From an optimization exercise on the open Yosys and OpenROAD flow, aimed at small area; shortcuts taken in it are not production practice.
Only simulation tests tie the RTL to the original design; equivalence was not proved.
No run shown here takes its clock network from TritonCTS; it comes from the design's own scripts or RTL.
The flow treats the clock pin as an ideal source. Dropping or thinning the clock tree relies on that and would not hold on a real chip.
Power is estimated from default activity; no workload was simulated.

**flow/flow/abc_g6.script**
```
strash
&get -n
&st
&syn4
&dch -f
&nf -R 1000 -p -F 8 -A 4
&put
mfs2
&get -n
&st
&dc2
&dch -f
&nf -R 1000 -p -F 8 -A 4
&put
topo
```
**flow/design.v**
```verilog
module data_enable (
	input i_clk,
	input i_rst,
	output o_ce,
	output o_pclk,
	output o_data_enable,
	output o_wrap_h,
	output [8:0] o_col,
	output reg [4:0] rq,
	output reg [3:0] rr
);
reg [11:0] t;
wire wrap_h = ~t[11] & (&t[10:8]) & (&t[6:0]);
wire last_row = rq[4] & rq[3] & ~rq[2] & rq[1] & rq[0] & ~rr[3] & ~rr[2] & ~rr[1] & rr[0];
wire rr9 = rr[3] & rr[0];
reg [11:0] t_inc;
reg [4:0] rq_inc;
reg [3:0] rr_inc;
reg c;
integer i;
always @*
begin
	c = 1'b1;
	for (i = 0; i < 12; i = i + 1)
	begin
		t_inc[i] = t[i] ^ c;
		c = c & t[i];
	end
	c = 1'b1;
	for (i = 0; i < 4; i = i + 1)
	begin
		rr_inc[i] = rr[i] ^ c;
		c = c & rr[i];
	end
	c = rr9;
	for (i = 0; i < 5; i = i + 1)
	begin
		rq_inc[i] = rq[i] ^ c;
		c = c & rq[i];
	end
end
always @ (posedge i_clk)
begin
	if (i_rst)
	begin
		t <= 12'd3918;
		rq <= 5'd30;
		rr <= 4'd2;
	end
	else
	begin
		if (wrap_h) t <= 12'd3916;
		else t <= t_inc;
		if (wrap_h)
		begin
			if (last_row)
			begin
				rq <= 5'd30;
				rr <= 4'd2;
			end
			else
			begin
				rq <= rq_inc;
				rr <= rr9 ? 4'd0 : rr_inc;
			end
		end
	end
end
assign o_ce = t[1] & t[0];
assign o_pclk = ~t[1];
assign o_data_enable = ~t[11] & ~(&rq[4:1]);
assign o_wrap_h = wrap_h;
assign o_col = t[10:2];
endmodule
module debouncer (
	input i_clk,
	input i_rst,
	input i_ce,
	input i_switch,
	output reg o_switch,
	output o_rise
);
localparam [13:0] P = 14'h2aaa;
localparam [13:0] F = 14'h0763 ^ P;
localparam [13:0] R = 14'h0003 ^ P;
reg [13:0] q;
reg r_last;
wire full = (q == F);
wire clr = i_ce & ~((i_switch ^ o_switch) & ~full);
wire fb = q[13] ^ q[12];
always @ (posedge i_clk)
begin
	if (i_rst)
	begin
		q <= R;
		o_switch <= 1'b0;
	end
	else
	begin
		if (clr) q <= P;
		else q <= {~q[12:0], fb};
		if (i_ce & full) o_switch <= i_switch;
	end
end
always @ (posedge i_clk)
	if (i_ce) r_last <= o_switch;
assign o_rise = o_switch & ~r_last;
endmodule
module player #(
	parameter start_k = 1) (
	input i_clk,
	input i_rst,
	input i_ce,
	input i_up,
	input i_down,
	output reg [4:0] k
);
reg [4:0] k_next;
reg c;
integer i;
always @*
begin
	c = 1'b1;
	for (i = 0; i < 5; i = i + 1)
	begin
		k_next[i] = k[i] ^ c;
		c = c & (k[i] ^ ~i_down);
	end
end
wire move = i_ce & (i_down ? (k != 5'd22) : (i_up & (k != 5'd0)));
	always @ (posedge i_clk)
	begin
		if (i_rst) k <= start_k;
		else if (move) k <= k_next;
	end
endmodule
module ball (
	input i_clk,
	input i_rst,
	input i_ce,
	input [8:0] i_col,
	input [4:0] i_rq,
	input [3:0] i_rr,
	input [4:0] i_k1,
	input [4:0] i_k2,
	output o_color
);
reg [8:0] xn;
reg [4:0] yqn;
reg [3:0] yrn;
reg dir_x;
reg dir_y;
reg [11:0] cnt;
function [8:0] add9(input [8:0] a, input [8:0] b, input cin);
	integer i;
	reg c;
	begin
		c = cin;
		for (i = 0; i < 9; i = i + 1)
		begin
			add9[i] = a[i] ^ b[i] ^ c;
			c = (a[i] & b[i]) | (c & (a[i] | b[i]));
		end
	end
endfunction
function [4:0] add5(input [4:0] a, input [4:0] b, input cin);
	integer i;
	reg c;
	begin
		c = cin;
		for (i = 0; i < 5; i = i + 1)
		begin
			add5[i] = a[i] ^ b[i] ^ c;
			c = (a[i] & b[i]) | (c & (a[i] | b[i]));
		end
	end
endfunction
function [8:0] step9(input [8:0] a, input up, input en);
	integer i;
	reg c;
	begin
		c = en;
		for (i = 0; i < 9; i = i + 1)
		begin
			step9[i] = a[i] ^ c;
			c = c & (a[i] ^ ~up);
		end
	end
endfunction
function [4:0] step5(input [4:0] a, input up, input en);
	integer i;
	reg c;
	begin
		c = en;
		for (i = 0; i < 5; i = i + 1)
		begin
			step5[i] = a[i] ^ c;
			c = c & (a[i] ^ ~up);
		end
	end
endfunction
function [3:0] step4(input [3:0] a, input up);
	integer i;
	reg c;
	begin
		c = 1'b1;
		for (i = 0; i < 4; i = i + 1)
		begin
			step4[i] = a[i] ^ c;
			c = c & (a[i] ^ ~up);
		end
	end
endfunction
reg [11:0] cnt_inc;
reg cc;
integer j;
always @*
begin
	cc = i_ce;
	for (j = 0; j < 12; j = j + 1)
	begin
		cnt_inc[j] = cnt[j] ^ cc;
		cc = cc & cnt[j];
	end
end
wire c0 = ~|cnt;
wire c2 = ~|cnt[11:2] & cnt[1] & ~cnt[0];
wire st = i_ce & c0;
wire x_lo = (&xn[8:3]) & xn[1];              
wire x_hi = ~|xn[8:6] & ~xn[4] & ~xn[2];     
wire yr0 = &yrn;                             
wire yr9 = ~yrn[3] & ~yrn[0];                
wire [4:0] s = add5(yqn, xn[8] ? i_k1 : i_k2, 1'b0);
wire in_p = (&s[4:2]) | ((s == 5'b11011) & yrn[3] & (yrn[2] | yrn[1]));
wire flip_x = ((x_lo & ~xn[0]) | (x_hi & xn[0])) & in_p;
wire flip_y = ((&yqn) & yr0) | (~yqn[4] & ~yqn[3] & ~yqn[1] & ~yrn[2] & yrn[1] & yrn[0]);
wire out = (x_lo & xn[0]) | (x_hi & ~xn[0]);
wire chk = i_ce & c2;
wire ld = i_rst | (chk & out);
	always @ (posedge i_clk)
	begin
		if (ld)
		begin
			xn <= ~9'd235;
			yqn <= ~5'd13;
			yrn <= ~4'd5;
		end
		else
		begin
			xn <= step9(xn, ~dir_x, st);
			yqn <= step5(yqn, ~dir_y, st & (dir_y ? yr9 : yr0));
			if (st) yrn <= dir_y ? (yr9 ? 4'b1111 : step4(yrn, 1'b0)) : (yr0 ? ~4'd9 : step4(yrn, 1'b1));
		end
		if (i_rst)
		begin
			dir_x <= 1'b0;
			dir_y <= 1'b0;
		end
		else if (chk)
		begin
			if (flip_x) dir_x <= ~dir_x;
			if (flip_y) dir_y <= ~dir_y;
		end
	end
	always @ (posedge i_clk)
		if (i_rst) cnt <= 12'd0;
		else cnt <= cnt_inc;
wire [8:0] dc = add9(i_col, xn, 1'b1);
wire hcol = ~|dc[8:3] & ~(dc[2] & (dc[1] | dc[0]));
wire [4:0] eq = add5(i_rq, yqn, 1'b1);
wire [4:0] f = add5({1'b0, i_rr}, {1'b1, yrn}, 1'b1);
wire f04 = ~f[4] & ~f[3] & ~(f[2] & (f[1] | f[0]));    
wire fm = f[4] & ~f[3] & ((f[2] & f[1] & f[0]) | ~f[2]) | (f[4] & f[3] & ~f[2] & ~(f[1] & f[0]));  
wire hrow = ((eq == 5'd0) & f04) | ((eq == 5'd1) & fm);
assign o_color = hcol & hrow;
endmodule
module LCD_AT043TN25_DE2_115 (
	input i_clk,
	input i_rst,
	input [3:0] i_sw,
	output o_clk,
	output o_data_enable,
	output [7:0] o_red,
	output [7:0] o_green,
	output [7:0] o_blue
);
wire w_ce;
wire w_wrap_h;
wire [3:0] w_rise;
wire [3:0] w_sw;
wire [8:0] w_col;
wire [4:0] w_rq;
wire [3:0] w_rr;
wire [4:0] w_k1;
wire [4:0] w_k2;
wire w_ball;
function [4:0] sub5(input [4:0] a, input [4:0] b);
	integer i;
	reg c;
	begin
		c = 1'b1;
		for (i = 0; i < 5; i = i + 1)
		begin
			sub5[i] = a[i] ^ ~b[i] ^ c;
			c = (a[i] & ~b[i]) | (c & (a[i] | ~b[i]));
		end
	end
endfunction
	data_enable DE (.i_clk(i_clk), .i_rst(i_rst), .o_ce(w_ce), .o_pclk(o_clk), .o_data_enable(o_data_enable), .o_wrap_h(w_wrap_h), .o_col(w_col), .rq(w_rq), .rr(w_rr));
	debouncer db1 (.i_clk(i_clk), .i_rst(i_rst), .i_ce(w_ce), .i_switch(i_sw[0]), .o_switch(w_sw[0]), .o_rise(w_rise[0]));
	debouncer db2 (.i_clk(i_clk), .i_rst(i_rst), .i_ce(w_ce), .i_switch(i_sw[1]), .o_switch(w_sw[1]), .o_rise(w_rise[1]));
	debouncer db3 (.i_clk(i_clk), .i_rst(i_rst), .i_ce(w_ce), .i_switch(i_sw[2]), .o_switch(w_sw[2]), .o_rise(w_rise[2]));
	debouncer db4 (.i_clk(i_clk), .i_rst(i_rst), .i_ce(w_ce), .i_switch(i_sw[3]), .o_switch(w_sw[3]), .o_rise(w_rise[3]));
	player #(.start_k(1)) player1 (.i_clk(i_clk), .i_rst(i_rst), .i_ce(w_ce), .i_up(w_rise[0]), .i_down(w_rise[1]), .k(w_k1));
	player #(.start_k(4)) player2 (.i_clk(i_clk), .i_rst(i_rst), .i_ce(w_ce), .i_up(w_rise[2]), .i_down(w_rise[3]), .k(w_k2));
	ball b1 (.i_clk(i_clk), .i_rst(i_rst), .i_ce(w_ce), .i_col(w_col), .i_rq(w_rq), .i_rr(w_rr), .i_k1(w_k1), .i_k2(w_k2), .o_color(w_ball));
	wire [4:0] r = sub5(w_rq, w_col[8] ? w_k2 : w_k1);
	wire in_rows = ~r[4] & ~r[3] & ~(r[2] & (r[1] | r[0]));
	wire c1 = ~|w_col[8:3] & ~(w_col[2] & (w_col[1] | w_col[0]));
	wire c2 = (w_col[8:3] == 6'b111011) & (w_col[2:0] != 3'd0) & (w_col[2:0] != 3'd1) & (w_col[2:0] != 3'd7);
	wire p1 = c1 & in_rows;
	wire p2 = c2 & in_rows;
	assign o_red = {8{p1 | p2}};
	assign o_green = {8{p1 | p2 | w_ball}};
	assign o_blue = {8{p2 | w_ball}};
endmodule
```
**flow/flow/abc21.script**
```
strash
&get -n
&st
&dc2
&dch -f
&nf -R 1000 -p -F 8 -A 4
&put
mfs2
&get -n
&st
&dch -f
&nf -R 1000 -p -F 8 -A 4
&put
topo
```
**flow/flow/abc5.script**
```
&get -n
&st
&dch -f
&nf -R 1000 -p
&put
&get -n
&st
&syn2
&dch -f
&nf -R 1000 -p
&put
&get -n
&st
&synch2
&dch -f
&nf -R 1000 -p
&put
&get -n
&st
&dc2
&dch -f
&nf -R 1000 -p
&put
topo
```
**flow/flow/abc6.script**
```
strash
&get -n
&st
&syn3
&dch -f
&nf -R 1000 -p -F 8 -A 4
&put
mfs2
&get -n
&st
&dch -f
&nf -R 1000 -p -F 8 -A 4
&put
topo
```
**flow/flow/abc12.script**
```
strash
&get -n
&st
&syn3
&dch -f
&nf -R 1000 -p -F 8 -A 4 -E 10
&put
mfs2
&get -n
&st
&dch -f
&nf -R 1000 -p -F 8 -A 4 -E 10
&put
topo
```
**flow/config.mk**
```make
export PLATFORM = sky130hd
export DESIGN_NAME = LCD_AT043TN25_DE2_115
export DESIGN_NICKNAME = LCD_AT043TN25_DE2_115
export VERILOG_FILES = /design/flow/design.v
export SDC_FILE = /design/flow/constraint.sdc
export NUM_CORES = 4
export LEC_CHECK = 0
export CAP_MARGIN = 20
export CORE_MARGIN = 2
export CORE_UTILIZATION = 40
export SLEW_MARGIN = 20
```
**flow/flow/synth.tcl**
```tcl
proc synth {args} { yosys synth -nofsm -noshare {*}$args }
# ABC: map with each script in MY_ABC_SCRIPTS and keep the smallest result
proc abc {args} {
  set i [lsearch $args -script]
  if { $i < 0 || ![info exists ::env(MY_ABC_SCRIPTS)] } { yosys abc {*}$args; return }
  set libargs {}
  foreach lib $::env(LIB_FILES) { lappend libargs -liberty $lib }
  yosys design -save pre_abc
  set best 1e18
  set n 0
  foreach script $::env(MY_ABC_SCRIPTS) {
    yosys design -load pre_abc
    lset args [expr {$i+1}] $script
    if { [catch { yosys abc {*}$args } err] } { puts "ABC try $n ($script) failed: $err"; incr n; continue }
    set f $::env(OBJECTS_DIR)/abc_try_$n.txt
    yosys tee -q -o $f stat {*}$libargs
    set fh [open $f r]; set txt [read $fh]; close $fh
    regexp {Chip area for module '[^']*': ([0-9.]+)} $txt -> area
    puts "ABC try $n ($script): area $area"
    # a result far below the first script's means the script broke the logic
    if { $n == 0 } { set ref $area }
    if { $area < 0.9 * $ref } { puts "ABC try $n rejected"; incr n; continue }
    if { $area < $best } { set best $area; yosys design -save best_abc }
    incr n
  }
  yosys design -load best_abc
  puts "ABC best area $best"
}
proc extract_fa {args} { if {[info exists ::env(MY_NO_FA)]} { return } ; yosys extract_fa {*}$args }
source $::env(SCRIPTS_DIR)/synth.tcl
# left out here: clear keep_hierarchy, flatten, clean up, hide names made inside functions, write 1_2_yosys.v
```
**flow/flow/abc_g2.script**
```
strash
&get -n
&st
&dc2
&dch -f
&nf -R 1000 -p -F 8 -A 4
&put
mfs2
&get -n
&st
&dc2
&dch -f
&nf -R 1000 -p -F 8 -A 4
&put
topo
```
**flow/flow/abc10.script**
```
strash
&get -n
&st
&syn3
&dch -f
&nf -R 1000 -p -F 10 -A 6 -C 32
&put
mfs2
&get -n
&st
&dch -f
&nf -R 1000 -p -F 10 -A 6 -C 32
&put
topo
```
**flow/flow/abc_h11.script**
```
strash
&get -n
&st
&dc2
&dch -f
&nf -R 1000 -F 8 -A 4
&put
mfs2
&get -n
&st
&dc2
&dch -f
&nf -R 1000 -F 8 -A 4
&put
topo
```
**flow/flow/abc_g19.script**
```
strash
&get -n
&st
&synch2
&dc2
&dch -f
&nf -R 1000 -p -F 12 -A 8 -C 24
&put
mfs2
&get -n
&st
&dch -f
&nf -R 1000 -p -F 12 -A 8 -C 24
&put
topo
```
**flow/flow/abc_g4.script**
```
strash
&get -n
&st
&dc2
&dch -f
&nf -R 1000 -p -F 12 -A 8 -C 24
&put
mfs2
&get -n
&st
&dc2
&dch -f
&nf -R 1000 -p -F 12 -A 8 -C 24
&put
topo
```
**flow/flow/abc20.script**
```
strash
&get -n
&st
&syn3
&dch -f
&nf -R 1000 -p -F 8 -A 4
&put
mfs2
&get -n
&st
&syn3
&dch -f
&nf -R 1000 -p -F 8 -A 4
&put
topo
```
**flow/flow/abc27.script**
```
strash
dch -f
map -a
mfs2
strash
&get -n
&st
&dch -f
&nf -R 1000 -p -F 8 -A 4
&put
topo
```
**flow/flow/abc_h7.script**
```
strash
&get -n
&st
&dc2
&dch -f
&nf -R 1000 -p -F 16 -A 8 -C 32
&put
mfs2
&get -n
&st
&dc2
&dch -f
&nf -R 1000 -p -F 16 -A 8 -C 32
&put
topo
```
**flow/flow/abc_g16.script**
```
strash
&get -n
&st
&dc2
&syn4
&dch -f
&nf -R 1000 -p -F 12 -A 8 -C 24
&put
mfs2
&get -n
&st
&dc2
&dch -f
&nf -R 1000 -p -F 12 -A 8 -C 24
&put
topo
```
**flow/flow/abc_g13.script**
```
strash
&get -n
&st
&dc2
&syn4
&dch -f
&nf -R 1000 -p -F 8 -A 4
&put
mfs2
&get -n
&st
&dch -f
&nf -R 1000 -p -F 8 -A 4
&put
topo
```
**flow/flow/abc_g23.script**
```
strash
&get -n
&st
&b
&dc2
&dch -f
&nf -R 1000 -p -F 12 -A 8 -C 24
&put
mfs2
&get -n
&st
&dch -f
&nf -R 1000 -p -F 12 -A 8 -C 24
&put
topo
```
**flow/flow/abc11.script**
```
strash
&get -n
&st
&syn3
&syn2
&dch -f
&nf -R 1000 -p -F 8 -A 4
&put
mfs2
&get -n
&st
&dch -f
&nf -R 1000 -p -F 8 -A 4
&put
mfs2
&get -n
&st
&dch -f
&nf -R 1000 -p -F 8 -A 4
&put
topo
```
**flow/constraint.sdc**
```tcl
create_clock -name core_clock -period 10.0 [get_ports {i_clk}]
set_input_delay 2.0000 -clock core_clock [delete_from_list [all_inputs] [get_ports {i_clk}]]
set_output_delay 2.0000 -clock core_clock [all_outputs]
set_load 0.01 [all_outputs]
```
**flow/flow/abc_h1.script**
```
strash
&get -n
&st
&dc2
&dch -f
&nf -R 1000 -p -F 8 -A 4
&put
mfs2
&get -n
&st
&dc2
&dch -f
&nf -R 1000 -p -F 8 -A 4 -a
&put
topo
```
**flow/standard.sh**
```bash
#!/bin/bash
# synth_recipe.tcl (not shown) runs the flow's synth.tcl, then flattens the netlist and writes it again
# the make line also repeats each setting of config.mk as NAME=value (left out here)
make -C /OpenROAD-flow-scripts/flow DESIGN_CONFIG=/design/flow/config.mk WORK_HOME=/design/flow/orfs CLKGATE_MAP_FILE= SYNTH_SCRIPT=/design/flow/synth_recipe.tcl "${@:-finish}"
```
**flow/flow/abc_h10.script**
```
strash
&get -n
&st
&dc2
&dch -f
&nf -R 1000 -p -F 8 -A 4 -E 50
&put
mfs2
&get -n
&st
&dc2
&dch -f
&nf -R 1000 -p -F 8 -A 4 -E 50
&put
topo
```
**flow/flow/abc26.script**
```
strash
&get -n
&st
&synch2
&dch -f
&nf -R 1000 -p -F 8 -A 4
&put
mfs2
&get -n
&st
&dch -f
&nf -R 1000 -p -F 8 -A 4
&put
topo
```
**flow/flow/abc23.script**
```
strash
&get -n
&st
&syn4
&dch -f
&nf -R 1000 -p -F 8 -A 4
&put
mfs2
&get -n
&st
&dch -f
&nf -R 1000 -p -F 8 -A 4
&put
topo
```
**flow/flow/run.sh**
```bash
#!/bin/bash
# Own layout flow: the standard flow (standard.sh) with
#  - synthesis: the standard script (flow/synth.tcl wraps it), but Yosys's
#    extract_fa is skipped, so ABC sees all the logic, and ABC maps with
#    each area-oriented script flow/abc*.script, keeping the smallest
#    result; registers are made exactly as in the standard synthesis
#  - port buffers: the smallest buffer (buf_1) instead of the default pick
#  - clock tree: flow/manual_cts.tcl replaces TritonCTS with a two-level
#    tree (clock port -> one root buffer -> leaf buffers, each driving one
#    balanced k-means cluster of flip-flops)
set -euo pipefail
H=$(pwd)
export MY_ABC_SCRIPTS="$H/flow/abc_h11.script $H/flow/abc_h1.script $H/flow/abc_h7.script $H/flow/abc_h10.script $H/flow/abc6.script $H/flow/abc21.script $H/flow/abc23.script $H/flow/abc26.script $H/flow/abc11.script $H/flow/abc10.script $H/flow/abc12.script $H/flow/abc27.script $H/flow/abc5.script $H/flow/abc20.script $H/flow/abc_g2.script $H/flow/abc_g4.script $H/flow/abc_g6.script $H/flow/abc_g13.script $H/flow/abc_g16.script $H/flow/abc_g19.script $H/flow/abc_g23.script"
export MY_NO_FA=1
export MCTS_MAX_SLEW=0.115
export MCTS_CONFIGS="{7 sky130_fd_sc_hd__clkbuf_8 sky130_fd_sc_hd__clkbuf_2} {8 sky130_fd_sc_hd__clkbuf_8 sky130_fd_sc_hd__clkbuf_2} {9 sky130_fd_sc_hd__clkbuf_8 sky130_fd_sc_hd__clkbuf_2} {10 sky130_fd_sc_hd__clkbuf_8 sky130_fd_sc_hd__clkbuf_2} {10 sky130_fd_sc_hd__clkbuf_8 sky130_fd_sc_hd__clkbuf_4} {12 sky130_fd_sc_hd__clkbuf_8 sky130_fd_sc_hd__clkbuf_8} {16 sky130_fd_sc_hd__clkbuf_8 sky130_fd_sc_hd__clkbuf_8}"
bash standard.sh \
  SYNTH_SCRIPT=$H/flow/synth.tcl \
  PRE_CTS_TCL=$H/flow/manual_cts.tcl \
  "BUFFER_PORTS_ARGS=-buffer_cell sky130_fd_sc_hd__buf_1" \
  CORE_UTILIZATION=70 \
  PLACE_DENSITY=0.85 \
  finish > standard.log 2>&1
```
**flow/flow/manual_cts.tcl**
```tcl
# Manual clock tree, in place of TritonCTS: the clock port drives one root
# buffer, which drives NB leaf buffers, each driving one balanced k-means
# cluster of flip-flops. Configurations are tried from the smallest area up,
# and the first whose estimated worst flip-flop clock slew is within
# MCTS_MAX_SLEW (ns) is kept.
rename clock_tree_synthesis orfs_clock_tree_synthesis

proc mcts_cluster {sinks nb axis slack} {
  set n [llength $sinks]
  set sorted [lsort -real -index $axis $sinks]
  set cx {}; set cy {}
  for {set k 0} {$k < $nb} {incr k} {
    set s [lindex $sorted [expr {int(($k + 0.5) * $n / $nb)}]]
    lappend cx [lindex $s 1]; lappend cy [lindex $s 2]
  }
  set cap [expr {int(ceil(double($n) / $nb)) + $slack}]
  for {set iter 0} {$iter < 30} {incr iter} {
    set pairs {}
    set idx 0
    foreach s $sinks {
      for {set k 0} {$k < $nb} {incr k} {
        lappend pairs [list [expr {abs([lindex $s 1] - [lindex $cx $k]) + abs([lindex $s 2] - [lindex $cy $k])}] $idx $k]
      }
      incr idx
    }
    set pairs [lsort -real -index 0 $pairs]
    set assign [lrepeat $n -1]
    set cnt [lrepeat $nb 0]
    foreach p $pairs {
      lassign $p d i k
      if {[lindex $assign $i] >= 0} continue
      if {[lindex $cnt $k] >= $cap} continue
      lset assign $i $k
      lset cnt $k [expr {[lindex $cnt $k] + 1}]
    }
    set sx [lrepeat $nb 0.0]; set sy [lrepeat $nb 0.0]
    for {set i 0} {$i < $n} {incr i} {
      set k [lindex $assign $i]
      set s [lindex $sinks $i]
      lset sx $k [expr {[lindex $sx $k] + [lindex $s 1]}]
      lset sy $k [expr {[lindex $sy $k] + [lindex $s 2]}]
    }
    for {set k 0} {$k < $nb} {incr k} {
      if {[lindex $cnt $k] > 0} {
        lset cx $k [expr {[lindex $sx $k] / [lindex $cnt $k]}]
        lset cy $k [expr {[lindex $sy $k] / [lindex $cnt $k]}]
      }
    }
  }
  return [list $assign $cx $cy $cnt]
}

proc mcts_build {clk sinks nb cell rcell axis slack} {
  set block [ord::get_db_block]
  set db [ord::get_db]
  lassign [mcts_cluster $sinks $nb $axis $slack] assign cx cy cnt
  set root [odb::dbInst_create $block [$db findMaster $rcell] "clkbuf_m_root"]
  set rx 0.0; set ry 0.0
  for {set k 0} {$k < $nb} {incr k} {
    set rx [expr {$rx + [lindex $cx $k] / $nb}]
    set ry [expr {$ry + [lindex $cy $k] / $nb}]
  }
  $root setLocation [expr {int($rx)}] [expr {int($ry)}]
  $root setPlacementStatus PLACED
  set rnet [odb::dbNet_create $block "clknet_m_root"]
  $rnet setSigType CLOCK
  [$root findITerm A] connect $clk
  [$root findITerm X] connect $rnet
  for {set k 0} {$k < $nb} {incr k} {
    set inst [odb::dbInst_create $block [$db findMaster $cell] "clkbuf_m_$k"]
    $inst setLocation [expr {int([lindex $cx $k])}] [expr {int([lindex $cy $k])}]
    $inst setPlacementStatus PLACED
    set net [odb::dbNet_create $block "clknet_m_$k"]
    $net setSigType CLOCK
    [$inst findITerm A] connect $rnet
    [$inst findITerm X] connect $net
  }
  for {set i 0} {$i < [llength $sinks]} {incr i} {
    set it [lindex [lindex $sinks $i] 0]
    $it disconnect
    $it connect [$block findNet "clknet_m_[lindex $assign $i]"]
  }
  return $cnt
}

proc mcts_undo {clk sinks nb} {
  set block [ord::get_db_block]
  foreach s $sinks {
    set it [lindex $s 0]
    $it disconnect
    $it connect $clk
  }
  for {set k 0} {$k < $nb} {incr k} {
    odb::dbInst_destroy [$block findInst "clkbuf_m_$k"]
    odb::dbNet_destroy [$block findNet "clknet_m_$k"]
  }
  odb::dbInst_destroy [$block findInst "clkbuf_m_root"]
  odb::dbNet_destroy [$block findNet "clknet_m_root"]
}

proc mcts_worst_slew {sinks} {
  estimate_parasitics -placement
  set worst 0
  foreach s $sinks {
    set it [lindex $s 0]
    set pin [get_pins "[[$it getInst] getName]/[[$it getMTerm] getName]"]
    set sl [get_property $pin slew_max]
    if {$sl > $worst} { set worst $sl }
  }
  return $worst
}

proc clock_tree_synthesis {args} {
  set maxslew [expr {[info exists ::env(MCTS_MAX_SLEW)] ? $::env(MCTS_MAX_SLEW) : 0.112}]
  set configs [expr {[info exists ::env(MCTS_CONFIGS)] ? $::env(MCTS_CONFIGS) : {
    {12 sky130_fd_sc_hd__clkbuf_4} {14 sky130_fd_sc_hd__clkbuf_4} {9 sky130_fd_sc_hd__clkbuf_8}
    {10 sky130_fd_sc_hd__clkbuf_8} {12 sky130_fd_sc_hd__clkbuf_8} {16 sky130_fd_sc_hd__clkbuf_8}}}]
  set rcell sky130_fd_sc_hd__clkbuf_8
  set block [ord::get_db_block]
  set clk [$block findNet i_clk]
  set sinks {}
  foreach it [$clk getITerms] {
    if {[$it isInputSignal]} {
      set bb [[$it getInst] getBBox]
      lappend sinks [list $it [expr {([$bb xMin] + [$bb xMax]) / 2}] [expr {([$bb yMin] + [$bb yMax]) / 2}]]
    }
  }
  set_propagated_clock [all_clocks]
  set variants {{1 0} {2 0} {1 2} {2 2} {1 4} {2 4}}
  set done 0
  foreach cfg $configs {
    lassign $cfg nb cell rc
    if {$rc eq ""} { set rc $rcell }
    set bestw 1e9; set bestv {}
    foreach v $variants {
      lassign $v axis slack
      set cnt [mcts_build $clk $sinks $nb $cell $rc $axis $slack]
      set w [mcts_worst_slew $sinks]
      puts "manual clock tree try: root $rc, $nb x $cell, axis $axis slack $slack, clusters $cnt, worst clock slew $w"
      mcts_undo $clk $sinks $nb
      if {$w < $bestw} { set bestw $w; set bestv $v }
    }
    if {$bestw <= $maxslew || $cfg eq [lindex $configs end]} {
      lassign $bestv axis slack
      set cnt [mcts_build $clk $sinks $nb $cell $rc $axis $slack]
      set w [mcts_worst_slew $sinks]
      puts "manual clock tree: [llength $sinks] sinks, root $rc, $nb x $cell, axis $axis slack $slack, clusters $cnt, worst clock slew $w"
      break
    }
  }
}
```
==> notes.md, run 1 <==
outcome=finished clean; pin count of the biggest net entering global routing=55; Post-DP HPWL=approximately 7.7 mm; routed vias=~4.6k; Critical Path Sink Type=output port; Hold Vio Cnt, Final=0; CP Capture Point=o_green[3]; post-placement cell area=roughly 5700 sq um; R2R setup slack=about 6.7 ns; initial core utilization=0.719; CTS resizes=0; final max-slew violation count=0; Routability Congestion=0.896; core region area=roughly 7700 sq um; commonest non-fill, non-tap cells in the layout=dfxtp_1 (123), nor2_1 (92), nand2_1 (66), a21oi_1 (62), nor3_1 (34); Mapped Area=between 5000 and 6000 sq um; Tot Pwr=around 0.8 mW; Final min period=approximately 5.4 ns; fin crit share=0.537; Power Density=around 140 nW/um^2; first-pass GRT wire length=18.7 mm; number of global-route vias before repair=around 4.3k; Lkg Pwr=~2.0 nW; I/O Buffers=31; area of the die=just under 9000 sq um; fmax=~190 MHz; Min-Delay Path Class=register to register; post-synthesis cell type count=50; ant diodes=0; Yosys reg bits=127; Crit path required time=8.00 ns; Hold Buf Count CTS=0; final WL=roughly 11 mm; Max-slew headroom=0.506; Final #Nets=approximately 680; synth warn=6; wire length per cell=between 10 and 15 um; Worst Max-Slew Pin Slew=between 0.7 and 0.8 ns; Post-Synthesis Cells=649; setup TNS=0 ns; Die H=93.1 um; clock latency on the worst-skew pair=0.60 ns; share of layout cells above drive strength 1=0.0179; Congestion Overflow GR=0; mean area per synthesized cell=around 8.6 sq um; DRC Markers=0; Die Wd=roughly 93 um; Reg2Reg Depth=12; Post-synth EDFFs=4; Critical Path Start Type=register; share of synthesized registers carrying an async set or reset=0; Setup Fix Bufs, Post-CTS=0; leading cell type in the layout, fill and taps excluded=dfxtp_1; ys flop type=dfxtp_1; clk slew on worst S/H paths=around 0.10 ns; I/O pins=32; Hold Slack=approximately 0.38 ns; antenna violations before repair=0; RSZ-0062 raised after global routing=false; maximum fanout along the worst path=9; crit path DAT=between 3 and 4 ns; Syn Nets=655; Total GRT Usage=0.252; DRT iter0 DRCs=between 200 and 250; final setup vio count=0; Seq/Total Area, Yosys=0.465; antenna-violating nets left=0; Finished Cell Area=5780 sq um; Via-to-Cell Ratio=5.96; # rows=32; Worst Setup Path Type=register to output port; max-cap viol count=0; Worst Skew=0.0148 ns; RR Endpoint=DE.rq[4]$_SDFFE_PP1P_; Setup crit start=DE.t[10]$_SDFF_PP1_; peak supply drop=0.000143 V; drt pass-1 iters=5; Worst R2R Start=DE.t[1]$_SDFF_PP1_; Area Overhead vs Synth=3.92%
-- sequential cells by signal, indices dropped and copies added, names as in the netlist, 4 cells and up --
| name | flops |
|---|---|
| db3.q | 14 |
| db4.q | 14 |
| b1.cnt | 12 |
| player2.k | 5 |
| b1.yrn | 4 |
| DE.rr | 4 |
| b1.xn | 9 |
| DE.t | 12 |
| db2.q | 14 |
| player1.k | 5 |
| b1.yqn | 5 |
| DE.rq | 5 |
| db1.q | 14 |
-- layer usage --
layer,up-vias,wire [um],global-route usage
li1,2326,-,-
met2,103,5320,0.466
met4,0,92,0.0282
met1,2166,5090,0.330
met3,7,462,0.0242
met5,-,0,0
-- power by group --
group,leakage [nW],internal [mW],switching (mW)
Clock,0.0617,0.0732,0.147
Sequential,1.04,0.519,0.0118
Combinational,0.910,0.0192,0.0312
Total,2.01,0.612,0.190
-- cell type report --
cell class	instances	area [sq um]
multi-input cells	488	2770
flip-flops and latches	127	2580
fillers	587	1950
repair buffers	33	133
well taps	102	128
plain buffers	9	115
inverters	13	48.8
-- logic make-up after synthesis --
family          synth area share
compound gates             0.164
buf+inv                   0.0371
flops                      0.465
xor+xnor                  0.0756
mux                       0.0302
simple gates               0.229
-- critical path: stages, from the launching register on --
cell	delay (ns)
dfxtp_1	0.59
mux2_1	0.40
nor2_1	0.16
o31ai_1	0.15
a21oi_1	0.24
o22ai_1	0.11
o21ai_0	0.09
o211ai_1	0.14
a21oi_1	0.43
nand2b_1	0.30
buf_1	0.18
-- stage by stage --
step | utilization | std cells | setup slack [ns]
5_1_grt | 0.748 | 772 | 4.36
6_report | 0.748 | 772 | 4.63
4_1_cts | 0.748 | 772 | 4.65
3_3_place_gp | 0.733 | 763 | 5.48
2_1_floorplan | - | 649 | 5.42
3_5_place_dp | 0.733 | 763 | 5.31
-- how the worst min path moves through the flow --
stage | startpoint | endpoint | slack (ns) | depth (start not counted)
final | db1.q[10]$_SDFF_PP0_ | db1.q[11]$_SDFF_PP1_ | 0.38 | 1
after floorplan | db4.q[2]$_SDFF_PP0_ | db4.q[3]$_SDFF_PP1_ | 0.36 | 1
after global routing | db4.q[10]$_SDFF_PP0_ | db4.q[11]$_SDFF_PP1_ | 0.40 | 1
after CTS | db1.q[10]$_SDFF_PP0_ | db1.q[11]$_SDFF_PP1_ | 0.39 | 1
after detailed placement | db4.q[6]$_SDFF_PP0_ | db4.q[7]$_SDFF_PP1_ | 0.37 | 1
after global placement | db2.q[2]$_SDFF_PP0_ | db2.q[3]$_SDFF_PP1_ | 0.36 | 1
-- synth_stat cells (2+ instances only) --
| cell type | n | area share |
|---|---|---|
| nand4_1 | 7 | 0.0079 |
| nand3_1 | 13 | 0.012 |
| nor4b_1 | 3 | 0.0047 |
| nand2_1 | 66 | 0.045 |
| clkinv_1 | 13 | 0.0088 |
| a21o_1 | 6 | 0.0081 |
| or2_0 | 2 | 0.0023 |
| buf_4 | 21 | 0.028 |
| mux2_1 | 6 | 0.012 |
| nand4b_1 | 4 | 0.0063 |
| a21oi_1 | 62 | 0.056 |
| and2_0 | 11 | 0.012 |
| o21ai_0 | 33 | 0.030 |
| xor2_1 | 20 | 0.032 |
| o21a_1 | 8 | 0.011 |
| edfxtp_1 | 4 | 0.022 |
| o22ai_1 | 8 | 0.0090 |
| o21bai_1 | 2 | 0.0027 |
| or3_1 | 9 | 0.010 |
| nand3b_1 | 2 | 0.0027 |
| o31ai_1 | 3 | 0.0041 |
| nor3b_1 | 2 | 0.0027 |
| a211o_1 | 2 | 0.0032 |
| nor2_1 | 92 | 0.062 |
| a221oi_1 | 3 | 0.0047 |
| nor3_1 | 34 | 0.031 |
| dfxtp_1 | 123 | 0.44 |
| a211oi_1 | 4 | 0.0054 |
| nor2b_1 | 2 | 0.0023 |
| xnor2_1 | 28 | 0.044 |
| o211ai_1 | 2 | 0.0027 |
| a31oi_1 | 6 | 0.0068 |
| mux2i_1 | 10 | 0.018 |
| and3_1 | 15 | 0.017 |
| nor4_1 | 8 | 0.0090 |
==> run 2: changes to the inputs <==
--- a/flow/design.v
+++ b/flow/design.v
@@ -5,5 +5,4 @@
 	output o_pclk,
 	output o_data_enable,
-	output o_wrap_h,
 	output [8:0] o_col,
 	output reg [4:0] rq,
@@ -70,5 +69,4 @@
 assign o_pclk = ~t[1];
 assign o_data_enable = ~t[11] & ~(&rq[4:1]);
-assign o_wrap_h = wrap_h;
 assign o_col = t[10:2];
 endmodule
@@ -82,9 +80,11 @@
 );
 localparam [13:0] P = 14'h2aaa;
-localparam [13:0] F = 14'h0763 ^ P;
-localparam [13:0] R = 14'h0003 ^ P;
+localparam [13:0] C = 14'h03ef ^ P;
+localparam [13:0] M = 14'h3f37;
+localparam [13:0] F = (14'h1523 ^ P) & M;
+localparam [13:0] R = 14'h0fbf ^ P;
 reg [13:0] q;
 reg r_last;
-wire full = (q == F);
+wire full = ((q & M) == F);
 wire clr = i_ce & ~((i_switch ^ o_switch) & ~full);
 wire fb = q[13] ^ q[12];
@@ -98,5 +98,5 @@
 	else
 	begin
-		if (clr) q <= P;
+		if (clr) q <= C;
 		else q <= {~q[12:0], fb};
 		if (i_ce & full) o_switch <= i_switch;
@@ -271,5 +271,5 @@
 wire [4:0] f = add5({1'b0, i_rr}, {1'b1, yrn}, 1'b1);
 wire f04 = ~f[4] & ~f[3] & ~(f[2] & (f[1] | f[0]));    
-wire fm = f[4] & ~f[3] & ((f[2] & f[1] & f[0]) | ~f[2]) | (f[4] & f[3] & ~f[2] & ~(f[1] & f[0]));  
+wire fm = f[4] & (~f[3] | ~(f[2] | (f[1] & f[0])));    
 wire hrow = ((eq == 5'd0) & f04) | ((eq == 5'd1) & fm);
 assign o_color = hcol & hrow;
@@ -286,5 +286,4 @@
 );
 wire w_ce;
-wire w_wrap_h;
 wire [3:0] w_rise;
 wire [3:0] w_sw;
@@ -307,5 +306,5 @@
 	end
 endfunction
-	data_enable DE (.i_clk(i_clk), .i_rst(i_rst), .o_ce(w_ce), .o_pclk(o_clk), .o_data_enable(o_data_enable), .o_wrap_h(w_wrap_h), .o_col(w_col), .rq(w_rq), .rr(w_rr));
+	data_enable DE (.i_clk(i_clk), .i_rst(i_rst), .o_ce(w_ce), .o_pclk(o_clk), .o_data_enable(o_data_enable), .o_col(w_col), .rq(w_rq), .rr(w_rr));
 	debouncer db1 (.i_clk(i_clk), .i_rst(i_rst), .i_ce(w_ce), .i_switch(i_sw[0]), .o_switch(w_sw[0]), .o_rise(w_rise[0]));
 	debouncer db2 (.i_clk(i_clk), .i_rst(i_rst), .i_ce(w_ce), .i_switch(i_sw[1]), .o_switch(w_sw[1]), .o_rise(w_rise[1]));
==> run 2 against run 1 <==
Against the previous run: worst setup slack got worse by 0.30 ns; cell area decreased by 1.1%; synthesized cell count decreased by 0.46%; register-to-register slack improved by 0.11 ns; final cell count decreased by 0.39%.
==> notes.md, run 2 <==
RSZ-0062 raised after global routing=false; post-synthesis cell type count=47 (-6.0%); DRT iter0 DRCs=251 (+5.5%); I/O Buffers=31 (unchanged); Final min period=5.66 ns (+0.297 ns); Slowest cell on crit path=a21boi_0; Finished Cell Area=5710 sq um (-1.1%); I/O pins=32 (unchanged); antenna violations before repair=0 (unchanged); ys flop type=dfxtp_1; number of fill cells=576 (-1.9%); max-cap viol count=0 (unchanged); DRC Markers=0 (unchanged); Hold Buf Count CTS=0 (unchanged); Worst Skew=0.0206 ns (+0.00578 ns); ant diodes=0 (unchanged); final setup vio count=0 (unchanged); pin count of the biggest net entering global routing=35 (-36%); final max-slew violation count=0 (unchanged); Worst Max-Slew Pin Slew=0.784 ns (+0.0502 ns); Routability Congestion=0.876 (-2.3%); # rows=32 (unchanged); core region area=7650 sq um (-1.0%); Post-synth EDFFs=4 (unchanged); mean area per synthesized cell=8.51 sq um (-0.69%); Worst Setup Path Type=register to output port; Critical Path Sink Type=output port; Power Density=142 nW/um^2 (+2.3%); synth warn=6 (unchanged); Setup Fix Bufs, Post-CTS=0 (unchanged); Die Wd=92.6 um (-0.55%); number of global-route vias before repair=4294 (+0.54%); leading cell type in the layout, fill and taps excluded=dfxtp_1; ranking of synthesized cells by area=dfxtp_1 (45%), nor2_1 (5.6%), nand2_1 (5.3%); Max-slew headroom=0.474 (-0.0315); Hold Vio Cnt, Final=0 (unchanged); peak supply drop=0.000136 V (-5.4%); most numerous cell in the Yosys netlist=dfxtp_1; first-pass GRT wire length=19.5 mm (+4.2%); Crit path required time=8.00 ns (about the same); antenna-violating nets left=0 (unchanged); Die H=92.6 um (-0.55%); Yosys reg bits=127 (unchanged); setup TNS=0 ns (unchanged); fmax=177 MHz (-5.2%); Congestion Overflow GR=0 (unchanged); Final #Nets=675 (-0.44%); Critical Path Start Type=register; top-area cell type share of the netlist area=0.448 (+0.00514); post-synth top area cell=dfxtp_1; clock latency on the worst-skew pair=0.63 ns (+0.03 ns); Post-DP HPWL=8.20 mm (+5.9%); Commonest cells post-synth=dfxtp_1 (123), nor2_1 (82), nand2_1 (78); Area Overhead vs Synth=3.94% (about the same); largest stage delay on the critical path=0.62 ns (+0.03 ns); initial core utilization=0.719 (-0.000811); drt pass-1 iters=4 (-1); Lkg Pwr=2.08 nW (+3.6%); Syn Nets=652 (-0.46%); CTS resizes=0 (unchanged); share of synthesized registers carrying an async set or reset=0 (unchanged); Via-to-Cell Ratio=6.08 (+2.1%); final WL=11.7 mm (+6.3%); crit path DAT=3.66 ns (+0.29 ns); Min-Delay Path Class=register to register; area of the die=8570 sq um (-1.1%); commonest non-fill, non-tap cells in the layout=dfxtp_1 (123), nor2_1 (82), nand2_1 (78), a21oi_1 (58), o21ai_0 (53); routed vias=4679 (+1.7%); Post-Synthesis Cells=646 (-0.46%); outcome=finished clean; share of layout cells above drive strength 1=0.0165 (-0.00142); fin crit share=0.566 (+0.0297); wire length per cell=15.2 um (+6.8%); Total GRT Usage=0.271 (+0.0191); Seq/Total Area, Yosys=0.470 (+0.00539); CP cell instances=mux2i_1 > o22ai_1 > nand2_1 > o21ai_0 > a31oi_1 > o221ai_1 > a21oi_1 > a21boi_0 > or2_0 > buf_1; clk slew on worst S/H paths=0.10 ns (about the same); Mapped Area=5500 sq um (-1.1%); maximum fanout along the worst path=9 (unchanged); post-placement cell area=5600 sq um (-1.1%)
==> run 2: cell types whose count changed after synthesis, moves of 5 or more <==
| cell | before | now |
|---|---|---|
| or3_1 | 9 | 2 |
| o21ai_0 | 33 | 53 |
| and2_0 | 11 | 5 |
| and3_1 | 15 | 10 |
| o21a_1 | 8 | 1 |
| xor2_1 | 20 | 14 |
| nor2b_1 | 2 | 10 |
| nor3_1 | 34 | 29 |
| nand2b_1 | 1 | 9 |
| a31oi_1 | 6 | 12 |
| nand2_1 | 66 | 78 |
| nor2_1 | 92 | 82 |
==> run 2: where the power goes <==
| group | internal [mW] | switching (mW) |
|---|---|---|
| clock network | 0.0732 | 0.147 |
| logic | 0.0187 | 0.0318 |
| registers | 0.525 | 0.0153 |
| total | 0.617 | 0.194 |
==> run 2: worst paths after layout <==
check | startpoint | to | slack [ns] | cells past startpoint
setup / recovery | DE.t[10]$_SDFF_PP1_ | o_green[1] | 4.34 | 10
hold / removal | db4.q[7]$_SDFF_PP0_ | db4.q[8]$_SDFF_PP1_ | 0.37 | 1
setup reg to reg | DE.t[1]$_SDFF_PP1_ | b1.cnt[11]$_SDFF_PP0_ | 6.78 | 10
hold reg to reg | db4.q[7]$_SDFF_PP0_ | db4.q[8]$_SDFF_PP1_ | 0.37 | 1
==> run 2: layout make-up <==
type,instances,area [sq um],area share
Timing Repair Buffer,33,131,0.0230
Sequential cell,127,2580,0.452
Tap cell,102,128,0.0223
Multi-Input combinational cell,488,2720,0.476
Buffer,9,115,0.0202
Inverter,10,37.5,0.00657
==> run 2: kinds of logic after synthesis <==
logic type             Yosys count  share of synthesized area
XOR/XNOR                        43                     0.0685
AO/OA/AOI/OAI                  165                      0.174
multiplexers                    13                     0.0244
flip-flops                     127                      0.470
AND/OR/NAND/NOR                267                      0.227
buffers and inverters           31                     0.0355
==> run 2: per-stage QoR <==
stage	power, mW	hold slack (ns)	cells	utilization	worst slack [ns]
after detailed placement	0.601	0.351	760	0.732	5.03
after floorplan	0.584	0.343	646	-	5.13
after global placement	0.598	0.345	760	0.732	5.25
final	0.811	0.374	769	0.747	4.34
after CTS	0.813	0.375	769	0.747	4.36
after global routing	0.838	0.383	769	0.747	4.04
==> run 2: worst max-delay path: cells and delay by family (launching register included) <==
kind	cells	cell delay [ns]
flops	1	0.61
compound gates	6	1.41
buf+inv	1	0.20
mux	1	0.33
simple gates	2	0.48
==> run 2: routing by layer <==
layer | vias up | track usage | part of all wire
met1 | 2202 | 0.346 | 0.43
met3 | 25 | 0.0236 | 0.050
li1 | 2322 | - | -
met4 | 0 | 0.0808 | 0.024
met2 | 130 | 0.489 | 0.50
met5 | - | 0 | 0
==> run 3: changes to the inputs <==
--- a/flow/design.v
+++ b/flow/design.v
@@ -128,5 +128,5 @@
 	end
 end
-wire move = i_ce & (i_down ? (k != 5'd22) : (i_up & (k != 5'd0)));
+wire move = i_ce & (i_down ? ~(k[4] & k[2] & k[1]) : (i_up & (k != 5'd0)));
 	always @ (posedge i_clk)
 	begin
@@ -317,5 +317,5 @@
 	wire in_rows = ~r[4] & ~r[3] & ~(r[2] & (r[1] | r[0]));
 	wire c1 = ~|w_col[8:3] & ~(w_col[2] & (w_col[1] | w_col[0]));
-	wire c2 = (w_col[8:3] == 6'b111011) & (w_col[2:0] != 3'd0) & (w_col[2:0] != 3'd1) & (w_col[2:0] != 3'd7);
+	wire c2 = (&w_col[8:6]) & w_col[4] & w_col[3] & (w_col[2:0] != 3'd0) & (w_col[2:0] != 3'd1) & (w_col[2:0] != 3'd7);    
 	wire p1 = c1 & in_rows;
 	wire p2 = c2 & in_rows;
==> run 3 against run 2 <==
Against the previous run: final cell count decreased by 3.1%; critical endpoint is now o_blue[6]; worst hold slack got worse by 0.0013 ns; largest power group unchanged; critical path type unchanged; largest cell class unchanged; still clean; sequential cell count unchanged; sequential power is 2% higher.
==> notes.md, run 3 <==
Worst Setup Path Type=register to output port; ranking of synthesized cells by area=dfxtp_1 (45%), xnor2_1 (5.4%), nor2_1 (5.3%); drt pass-1 iters=5 (+1); ant diodes=0 (unchanged); Setup crit start=b1.xn[2]$_SDFF_PP1_; area of the die=8590 sq um (+0.23%); HP Start=db4.q[7]$_SDFF_PP0_; routed vias=4517 (-3.5%); leading cell type in the layout, fill and taps excluded=dfxtp_1; RR Endpoint=b1.yqn[4]$_SDFF_PP1_; CP most frequent cell=maj3_1; Power Density=145 nW/um^2 (+2.1%); Commonest cells post-synth=dfxtp_1 (123), nor2_1 (78), nand2_1 (59); Buf+Inv Stages, Crit Path=1 (unchanged); Hold Buf Count CTS=0 (unchanged); CP cell instances=xor2_1 > and3_1 > nor2_1 > maj3_1 > maj3_1 > a21oi_1 > nor2_1 > maj3_1 > o22ai_1 > o31ai_1 > o211ai_1 > o21ai_0 > buf_1; CTS resizes=0 (unchanged); initial core utilization=0.716 (-0.00212); Syn Nets=629 (-3.5%); setup TNS=0 ns (unchanged); Seq/Total Area, Yosys=0.469 (-0.00107); first-pass GRT wire length=18.6 mm (-4.5%); Final min period=5.79 ns (+0.124 ns); top-area cell type share of the netlist area=0.447 (-0.00102); Max-slew headroom=0.387 (-0.0871); Worst Hold End=db4.q[8]$_SDFF_PP1_; R2R setup slack=6.74 ns (-0.04 ns); Slowest cell on crit path=dfxtp_1; antenna-violating nets left=0 (unchanged); Post-Synthesis Cells=623 (-3.6%); Post-synth EDFFs=4 (unchanged); Worst R2R Start=DE.t[1]$_SDFF_PP1_; pin count of the biggest net entering global routing=42 (+20%); final setup vio count=0 (unchanged); Critical Path Start Type=register; fin crit share=0.579 (+0.0124); # rows=32 (unchanged); fmax=173 MHz (-2.1%); Die Wd=92.7 um (+0.11%); Die H=92.7 um (+0.11%); Final #Nets=651 (-3.6%); post-synthesis cell type count=46 (-2.1%); clk slew on worst S/H paths=0.10 ns (about the same); commonest non-fill, non-tap cells in the layout=dfxtp_1 (123), nor2_1 (78), nand2_1 (59), a21oi_1 (55), o21ai_0 (48); Mapped Area=5510 sq um (+0.23%); post-synth top area cell=dfxtp_1; Congestion Overflow GR=0 (unchanged); peak supply drop=0.000151 V (+11%); I/O pins=32 (unchanged); clock latency on the worst-skew pair=0.60 ns (-0.03 ns); antenna violations before repair=0 (unchanged); DRC Markers=0 (unchanged); hold depth=1 (unchanged); mean area per synthesized cell=8.84 sq um (+3.9%); Area Overhead vs Synth=3.82%; Worst Max-Slew Pin Slew=0.912 ns (+0.128 ns); ys flop type=dfxtp_1; final max-slew violation count=0 (unchanged); wire length per cell=15.2 um (+0.52%); final WL=11.4 mm (-2.6%); Worst Skew=0.0230 ns (+0.00249 ns); share of layout cells above drive strength 1=0.0171 (+0.000616); Reg2Reg Depth=10 (unchanged); Crit path required time=8.00 ns (about the same); most numerous cell in the Yosys netlist=dfxtp_1; Yosys reg bits=127 (unchanged); share of synthesized registers carrying an async set or reset=0 (unchanged); I/O Buffers=31 (unchanged); crit path DAT=3.79 ns (+0.13 ns); CP delay by family, top=adder cells; Setup Fix Bufs, Post-CTS=0 (unchanged); Hold Vio Cnt, Final=0 (unchanged); post-placement cell area=5600 sq um (+0.11%); Post-DP HPWL=7.99 mm (-2.6%); outcome=finished clean; Critical Path Sink Type=output port; CP Depth=13 (+3); DRT iter0 DRCs=193 (-23%); Lkg Pwr=2.10 nW (+0.98%); Total GRT Usage=0.256 (-0.0153); RSZ-0062 raised after global routing=false; largest stage delay on the critical path=0.45 ns (-0.17 ns); number of global-route vias before repair=4205 (-2.1%); core region area=7690 sq um (+0.52%); synth warn=6 (unchanged); max-cap viol count=0 (unchanged); number of fill cells=559 (-3.0%); Routability Congestion=0.832 (-5.0%); maximum fanout along the worst path=8 (-1); Finished Cell Area=5720 sq um (+0.11%); Via-to-Cell Ratio=6.06 (-0.35%); Min-Delay Path Class=register to register
==> run 3: final cells by class <==
class / instances / area, sq um / share of cell area
sequential: 127 / 2580 / 0.452
multi-input combinational: 471 / 2750 / 0.481
buffer: 9 / 115 / 0.0201
tap: 102 / 128 / 0.0223
inverter: 4 / 15.0 / 0.00263
timing repair buffer: 32 / 125 / 0.0219
==> run 3: metrics by stage <==
step / utilization / instances / hold WS [ns] / power (mW) / worst slack (ns)
3_5_place_dp: 0.729 / 736 / 0.348 / 0.621 / 4.84
2_1_floorplan: - / 623 / 0.343 / 0.600 / 4.97
4_1_cts: 0.744 / 745 / 0.374 / 0.833 / 4.18
3_3_place_gp: 0.729 / 736 / 0.347 / 0.617 / 5.03
6_report: 0.744 / 745 / 0.373 / 0.828 / 4.21
5_1_grt: 0.744 / 745 / 0.395 / 0.859 / 3.90
==> run 3: how the worst max path moves through the flow <==
stage	end	slack, ns
after floorplan	o_blue[1]	4.97
after global placement	o_blue[1]	5.03
after detailed placement	o_blue[5]	4.84
after CTS	o_blue[5]	4.18
after global routing	o_blue[2]	3.90
final	o_blue[6]	4.21
==> run 3: kinds of logic after synthesis <==
logic type,count (synthesis),synth area share
AND/OR/NAND/NOR,245,0.213
AO/OA/AOI/OAI,143,0.148
flip-flops,127,0.469
XOR/XNOR,59,0.0938
buffers and inverters,25,0.0313
multiplexers,17,0.0320
adder cells (fa/ha/maj),7,0.0127
==> run 3: worst register-to-register path, cell delays in order (launching register included) <==
cell and delay (ns):
dfxtp_1 0.37, nand2_1 0.23, clkinv_1 0.41, nand4_1 0.33, nor2_1 0.77, nand2_1 0.20, nor2_1 0.20, nand2_1 0.11
nor2_1 0.22, and3_1 0.19, o21ai_0 0.07
==> run 3: routing by layer <==
| metal | wire length [um] | vias to the layer above | GRT usage |
|---|---|---|---|
| met2 | 5800 | 76 | 0.477 |
| met3 | 472 | 19 | 0.0285 |
| met5 | 0 | - | 0 |
| li1 | - | 2258 | - |
| met1 | 4900 | 2164 | 0.323 |
| met4 | 183 | 0 | 0.0466 |
==> run 3: power by group <==
group	leakage, nW	switching [mW]	internal, mW
Combinational	0.996	0.0366	0.0240
Sequential	1.04	0.0219	0.528
Clock	0.0617	0.144	0.0732

## separate check: timing with driven ports
How much do the figures lean on ideal ports? The routed layouts below were timed once more, with nothing changed but the port constraints.
Step 1 assumes that a clkbuf_16 drives the clock port and a buf_2 every other input.
Step 2 moves the port delays by t, midway between the first and last clock arrival at a register: inputs arrive t later, outputs are due t later. That takes back most of the time a late clock gives input paths.
a / b / c = ideal / step 1 / step 2; a / b = the first two.
run | shift t [ns] | setup slack, ns | latest minus earliest clock arrival (ns) | pins driven straight from the clock port
run 1 | 0.617 | 4.632 / 4.604 / 5.222 | 0.017 / 0.017 | 1
run 2 | 0.645 | 4.335 / 4.309 / 4.954 | 0.022 / 0.022 | 1
run 3 | 0.615 | 4.211 / 4.185 / 4.800 | 0.023 / 0.023 | 1
After both steps every run listed still meets setup and hold.
